Context: an optimization exercise on an open-source flow, tuned for small area. The choices shown serve that exercise and are no tape-out recipe. Function was checked by simulation only, so behaviour that the tests miss may differ from the original. The clock port is modelled as an ideal driver; clocking choices that lean on that would not hold on a real chip.

rev 12:
## maxer
module maxer(
    input clk,
    input rst,
    input maxing,
    input [784-1:0] ips_gen_out,
    output reg start_ips_gen,
    output reg next_ips_gen,
    output reg maxer_valid,
    output [24-1:0] threshold
    );
For scale: roughly 810 I/O pins, roughly 19000 um^2 of cells after synthesis.
clock: 7.0 ns
lec_check: 0
cap_margin: 20
core_margin: 2
core_utilization: 22
gpl_timing_driven: 0
slew_margin: 20
synth_hierarchical: 1
standard.sh (not shown) runs the stock make flow with config.mk's settings and CLKGATE_MAP_FILE= SYNTH_SCRIPT=/design/flow/synth_recipe.tcl, a recipe that flattens the netlist after the stock synthesis.
==> flow/flow/run.sh <==
#!/bin/bash
# Standard ORFS layout (the standard.sh, unchanged synthesis), with
# - the port buffers made of the smallest buffer cell instead of the default pick,
# - the buffers that synthesis put on submodule outputs removed at floorplan,
set -euo pipefail
export BUFFER_PORTS_ARGS="-buffer_cell sky130_fd_sc_hd__buf_1"
export REMOVE_ABC_BUFFERS=1
L=orfs/logs/sky130hd/maxer/base

bash standard.sh place > make_place.log 2>&1
for buf in clkbuf_4 clkbuf_8 clkbuf_16; do
  export CTS_ARGS="-sink_clustering_enable -repair_clock_nets -root_buf sky130_fd_sc_hd__$buf -buf_list sky130_fd_sc_hd__$buf -dont_use_dummy_load"
  bash standard.sh cts > make_cts_$buf.log 2>&1
  openroad -no_init -exit flow/clk_slew.tcl > clk_slew_$buf.log 2>&1
  slew=$(awk '/^CLK_SLEW_PS/ {print $2}' clk_slew_$buf.log)
  echo "clock buffers $buf: worst flip-flop clock slew ${slew} ps"
  if awk -v s="$slew" 'BEGIN { exit !(s != "" && s <= 125) }'; then break; fi
  cp $L/4_1_cts.log cts_$buf.log || true
  bash standard.sh clean_cts > make_clean_cts_$buf.log 2>&1
done
bash standard.sh finish > make_finish.log 2>&1
==> flow/flow/clk_slew.tcl <==
# Worst slew at the flip-flop clock pins of the clock tree just built.
set P $::env(FLOW_HOME)/platforms/sky130hd
read_liberty $P/lib/sky130_fd_sc_hd__tt_025C_1v80.lib
read_db orfs/results/sky130hd/maxer/base/4_cts.odb
read_sdc orfs/results/sky130hd/maxer/base/4_cts.sdc
source $P/setRC.tcl
set_propagated_clock [all_clocks]
estimate_parasitics -placement
set mx 0
foreach p [get_pins -hierarchical */CLK] {
  set s [get_property $p slew_max]
  if { $s > $mx } { set mx $s }
}
puts "CLK_SLEW_PS [expr { $mx * 1000.0 }]"
### rev 12 -> rev 13
diff --git a/flow/flow/run.sh b/flow/flow/run.sh
--- a/flow/flow/run.sh
+++ b/flow/flow/run.sh
@@ -4,2 +4,3 @@
 # - the buffers that synthesis put on submodule outputs removed at floorplan,
+# - one tie cell for all the constant outputs instead of one per output,
 set -euo pipefail
@@ -7,2 +8,3 @@
 export REMOVE_ABC_BUFFERS=1
+export SKIP_REPAIR_TIE_FANOUT=1
 L=orfs/logs/sky130hd/maxer/base
### Flow results
When rev 13 is measured against rev 12, its global-route usage turns out 0.38 points higher. Run comparison: rev 12 end point of the critical path r1[3]; rev 13 end point of the critical path r1[21]. Rev 13 vs. rev 12: first-iteration DRC count went down by 50. The beginning of the critical path comes out ips_gen_out[102] in one run and ips_gen_out[47] in the other, namely in rev 12 and rev 13 respectively. Compared with rev 12, in rev 13 routed wire length higher; post-route cell area roughly the same.

maxer, a different RTL version from the one above (not shown whole).
For scale: ~1000 cells after synthesis.
Settings: LEC_CHECK=0, CAP_MARGIN=20, CORE_MARGIN=2, CORE_UTILIZATION=22, GPL_TIMING_DRIVEN=0, SLEW_MARGIN=20, SYNTH_HIERARCHICAL=1; clock period 7.0 ns.
==> flow/flow/run.sh <==
#!/bin/bash
# Standard ORFS layout (the standard.sh, unchanged synthesis), with
# - the port buffers made of the smallest buffer cell instead of the default pick,
# - the buffers that synthesis put on submodule outputs removed at floorplan,
set -euo pipefail
export BUFFER_PORTS_ARGS="-buffer_cell sky130_fd_sc_hd__buf_1"
export REMOVE_ABC_BUFFERS=1
L=orfs/logs/sky130hd/maxer/base

bash standard.sh place > make_place.log 2>&1
for buf in clkbuf_4 clkbuf_8 clkbuf_16; do
  export CTS_ARGS="-sink_clustering_enable -repair_clock_nets -root_buf sky130_fd_sc_hd__$buf -buf_list sky130_fd_sc_hd__$buf -dont_use_dummy_load"
  bash standard.sh cts > make_cts_$buf.log 2>&1
  openroad -no_init -exit flow/clk_slew.tcl > clk_slew_$buf.log 2>&1
  slew=$(awk '/^CLK_SLEW_PS/ {print $2}' clk_slew_$buf.log)
  echo "clock buffers $buf: worst flip-flop clock slew ${slew} ps"
  if awk -v s="$slew" 'BEGIN { exit !(s != "" && s <= 125) }'; then break; fi
  cp $L/4_1_cts.log cts_$buf.log || true
  bash standard.sh clean_cts > make_clean_cts_$buf.log 2>&1
done
bash standard.sh finish > make_finish.log 2>&1
Scripts as last shown in full above: flow/flow/clk_slew.tcl
Change:
--- a/flow/flow/run.sh
+++ b/flow/flow/run.sh
@@ -3,6 +3,4 @@
 # - the port buffers made of the smallest buffer cell instead of the default pick,
-# - the buffers that synthesis put on submodule outputs removed at floorplan,
 set -euo pipefail
 export BUFFER_PORTS_ARGS="-buffer_cell sky130_fd_sc_hd__buf_1"
-export REMOVE_ABC_BUFFERS=1
 L=orfs/logs/sky130hd/maxer/base
GPL_TIMING_DRIVEN = unset   (was 0)
Effect:
- cell area increases slightly
- core utilization increases by 0.12 points
- worst setup slack gets worse by 39 ps
- wire length increases slightly
- sequential cell count stays the same
- die area is unchanged
- clock-buffer cell count stays the same
- fmax decreases slightly
- first-iteration DRC count decreases by a little under a tenth

Setup of oak:
Another version of the RTL of maxer (not shown whole).
Size: about 1100 cells after synthesis, roughly 0.019 mm² of cells after synthesis.
Design maxer, start of the top module:
module maxer(
    input clk,
    input rst,
    input maxing,
    input [784-1:0] ips_gen_out,
    output reg start_ips_gen,
    output reg next_ips_gen,
    output reg maxer_valid,
    output [24-1:0] threshold
    );
==> flow/config.mk <==
export PLATFORM = sky130hd
export DESIGN_NAME = maxer
export DESIGN_NICKNAME = maxer
export VERILOG_FILES = /design/flow/design.v
export SDC_FILE = /design/flow/constraint.sdc
export NUM_CORES = 4
export LEC_CHECK = 0
export CAP_MARGIN = 20
export CORE_MARGIN = 2
export CORE_UTILIZATION = 40
export SLEW_MARGIN = 20
export SYNTH_HIERARCHICAL = 1
==> flow/constraint.sdc <==
create_clock -name core_clock -period 7.0 [get_ports {clk}]
set_input_delay 1.4000 -clock core_clock [delete_from_list [all_inputs] [get_ports {clk}]]
set_output_delay 1.4000 -clock core_clock [all_outputs]
set_load 0.01 [all_outputs]
run.sh (not shown) runs the stock make flow with config.mk's settings and CLKGATE_MAP_FILE= SYNTH_SCRIPT=/design/flow/synth_recipe.tcl, a recipe that flattens the netlist after the stock synthesis.
Stock flow here: none of the scripts above is used.
oak did not finish: a tool error stopped it during I/O pin placement (3_2_place_iop).
Setup changes, oak to pine
-- flow/config.mk --
<<< oak, line 10
export CORE_UTILIZATION = 40
>>> pine, line 10
export CORE_UTILIZATION = 22
### Flow results
Layout checks on pine: not met. Flow itself completed; violations: negative setup slack.
Comparing pine against oak, there is no change at all in parity-gate share of the synthesized area counting xor and xnor cells.
Chip width (pine / oak): 1.3
From oak to pine, synthesized cell count did not move at all.
Between pine and oak, starting utilization of the core area is higher for oak, pine comes in under that.
#### Input delta (birch over pine)
==> flow/flow/run.sh (new file) <==
#!/bin/bash
# Standard ORFS layout (the standard.sh, unchanged synthesis), with the
# port buffers made of the smallest buffer cell instead of the default pick.
set -euo pipefail
export BUFFER_PORTS_ARGS="-buffer_cell sky130_fd_sc_hd__buf_1"
bash standard.sh finish > flow_make.log 2>&1
==> flow/standard.sh (new file) <==
#!/bin/bash
# synth_recipe.tcl (not shown) runs the flow's synth.tcl, then flattens the netlist and writes it again
# the make line also repeats each setting of config.mk as NAME=value (left out here)
make -C /OpenROAD-flow-scripts/flow DESIGN_CONFIG=/design/flow/config.mk WORK_HOME=/design/flow/orfs CLKGATE_MAP_FILE= SYNTH_SCRIPT=/design/flow/synth_recipe.tcl "${@:-finish}"
removed: flow/run.sh
### Flow results
Routed wire in birch totals less than in pine. No stage failed in birch, and the final checks on the layout all came back clean. Row utilization: birch lower / pine higher. birch ended with more total number of vias than pine. Comparing pine and birch, number of gates given a new drive strength after cts is lower on birch.

v25:
RTL: one of the versions met above, not the one the previous note started from.
For scale: roughly 1,000 cells after synthesis, roughly 810 I/O pins, ~0.019 mm² of cells after synthesis.
Settings: LEC_CHECK=0, CAP_MARGIN=20, CORE_MARGIN=2, CORE_UTILIZATION=22, GPL_TIMING_DRIVEN=0, SLEW_MARGIN=20, SYNTH_HIERARCHICAL=1; clock period 7.0 ns.
standard.sh (not shown) runs the stock make flow with config.mk's settings and CLKGATE_MAP_FILE= SYNTH_SCRIPT=/design/flow/synth_recipe.tcl, a recipe that flattens the netlist after the stock synthesis.
==> flow/flow/run.sh <==
#!/bin/bash
# Standard ORFS layout (the standard.sh, unchanged synthesis), with
# - the port buffers made of the smallest buffer cell instead of the default pick,
# - the buffers that synthesis put on submodule outputs removed at floorplan,
# - one tie cell for all the constant outputs instead of one per output,
set -euo pipefail
export BUFFER_PORTS_ARGS="-buffer_cell sky130_fd_sc_hd__buf_1"
export REMOVE_ABC_BUFFERS=1
export SKIP_REPAIR_TIE_FANOUT=1
L=orfs/logs/sky130hd/maxer/base

bash standard.sh place > make_place.log 2>&1
for buf in clkbuf_4 clkbuf_8 clkbuf_16; do
  export CTS_ARGS="-sink_clustering_enable -repair_clock_nets -root_buf sky130_fd_sc_hd__$buf -buf_list sky130_fd_sc_hd__$buf -dont_use_dummy_load"
  bash standard.sh cts > make_cts_$buf.log 2>&1
  openroad -no_init -exit flow/clk_slew.tcl > clk_slew_$buf.log 2>&1
  slew=$(awk '/^CLK_SLEW_PS/ {print $2}' clk_slew_$buf.log)
  echo "clock buffers $buf: worst flip-flop clock slew ${slew} ps"
  if awk -v s="$slew" 'BEGIN { exit !(s != "" && s <= 125) }'; then break; fi
  cp $L/4_1_cts.log cts_$buf.log || true
  bash standard.sh clean_cts > make_clean_cts_$buf.log 2>&1
done
bash standard.sh finish > make_finish.log 2>&1
Scripts as last shown in full above: flow/flow/clk_slew.tcl
Modified inputs, v47 compared to v25
- clearing GPL_TIMING_DRIVEN, which used to be 0
diff --git a/flow/flow/run.sh b/flow/flow/run.sh
--- a/flow/flow/run.sh
+++ b/flow/flow/run.sh
@@ -5 +4,0 @@
-# - one tie cell for all the constant outputs instead of one per output,
@@ -9 +7,0 @@
-export SKIP_REPAIR_TIE_FANOUT=1
### Flow results
v47 against v25: cell count higher, slew of the pin with the lowest slew margin lower, number of max-slew violations in the final report roughly the same, met2 wirelength from detailed routing lower.
The routing usage on met2 of v47 is lower than that of v25.
Going from v25 to v47, endpoint required time on the critical path lost 20 ps, minimum setup slack after placement shows an increase of 150 ps, share of final-layout standard cells stronger than drive strength 1 shows an increase of 0.26 points.
### v47 -> v5
- an added GPL_TIMING_DRIVEN of 0
diff --git a/flow/flow/run.sh b/flow/flow/run.sh
--- a/flow/flow/run.sh
+++ b/flow/flow/run.sh
@@ -4 +3,0 @@
-# - the buffers that synthesis put on submodule outputs removed at floorplan,
@@ -7 +5,0 @@
-export REMOVE_ABC_BUFFERS=1
[summary]
- Status: worst hold slack parity (v47, v5)
- No stage failed in v5, and the final checks on the layout all came back clean.
- Looking at v5 and v47, the number of cells on the worst hold path is a wash.
- Relative to v47, setup slack decreased by 170 ps in v5.
- Between v47 and v5, the via count does not differ in any meaningful way.
- On period utilization: v5 sits above v47.
- Going from v47 to v5, routed wire length neither gained nor lost much; shortest clock period the worst path allows after layout has increased.
diff inputs: v5 => v15
- removing GPL_TIMING_DRIVEN (formerly 0)
diff --git a/flow/flow/run.sh b/flow/flow/run.sh
--- a/flow/flow/run.sh
+++ b/flow/flow/run.sh
@@ -15 +15 @@
-  if awk -v s="$slew" 'BEGIN { exit !(s != "" && s <= 125) }'; then break; fi
+  if awk -v s="$slew" 'BEGIN { exit !(s != "" && s <= 120) }'; then break; fi
## What came out
Summary: global-route wire length before repair, v15 worse than v5
Run comparison: v5 cell with the biggest individual delay on the critical path sky130_fd_sc_hd__fa_2; v15 cell with the biggest individual delay on the critical path sky130_fd_sc_hd__fa_1
v5 -> v15: final RePlAce weighted congestion increased by a few percent
The higher worst hold slack came out of v5.
Changes observed in v15 relative to v5: share of final layout cell area taken by clock buffers and inverters has increased.

==> re-timing with driven ports <==
The flow's constraints put no driver on any port. The routed layouts listed below were extracted and timed again, unchanged, in two steps. Step 1: set_driving_cell puts a clkbuf_16 on clk and a buf_2 on each other input, an assumption about the parent block. Step 2, shift: input delay + t, output delay - t, t = (earliest + latest rising clock arrival at the registers) / 2. This alone moves slack from input paths to output paths. a / b / c = ideal / step 1 / step 2; a / b = the first two.
| run | shift t [ns] | setup WS [ns] | slew at the worst register clock pin (ns) | worst slew at a driven data input, ns | cell pins on the clock port's net |
|---|---|---|---|---|---|
| rev 12 | 0.428 | 0.165 / 0.179 / -0.250 | 0.09 / 0.09 | 0.16 | 1 |
| rev 13 | 0.426 | 0.181 / 0.197 / -0.229 | 0.10 / 0.10 | 0.17 | 1 |
| the first run of note 2 | 0.435 | 0.314 / 0.341 / -0.095 | 0.10 / 0.10 | 0.13 | 1 |
| the second run of note 2 | 0.426 | 0.275 / 0.303 / -0.123 | 0.12 / 0.12 | 0.16 | 1 |
| pine | 0.372 | -0.038 / -0.039 / -0.412 | 0.05 / 0.05 | 0.14 | 1 |
| birch | 0.360 | 0.107 / 0.123 / -0.237 | 0.05 / 0.05 | 0.14 | 1 |
| v25 | 0.440 | 0.248 / 0.262 / -0.178 | 0.10 / 0.10 | 0.14 | 1 |
| v47 | 0.432 | 0.382 / 0.403 / -0.029 | 0.09 / 0.09 | 0.14 | 1 |
| v5 | 0.437 | 0.217 / 0.232 / -0.205 | 0.11 / 0.11 | 0.14 | 1 |
| v15 | 0.379 | 0.232 / 0.260 / -0.118 | 0.08 / 0.08 | 0.14 | 1 |
With both steps, setup timing fails in 9 of these runs, where it was met with ideal ports. For v25, which loses most, drivers alone change the setup slack by +0.014 ns; drivers and shift together by -0.426 ns.
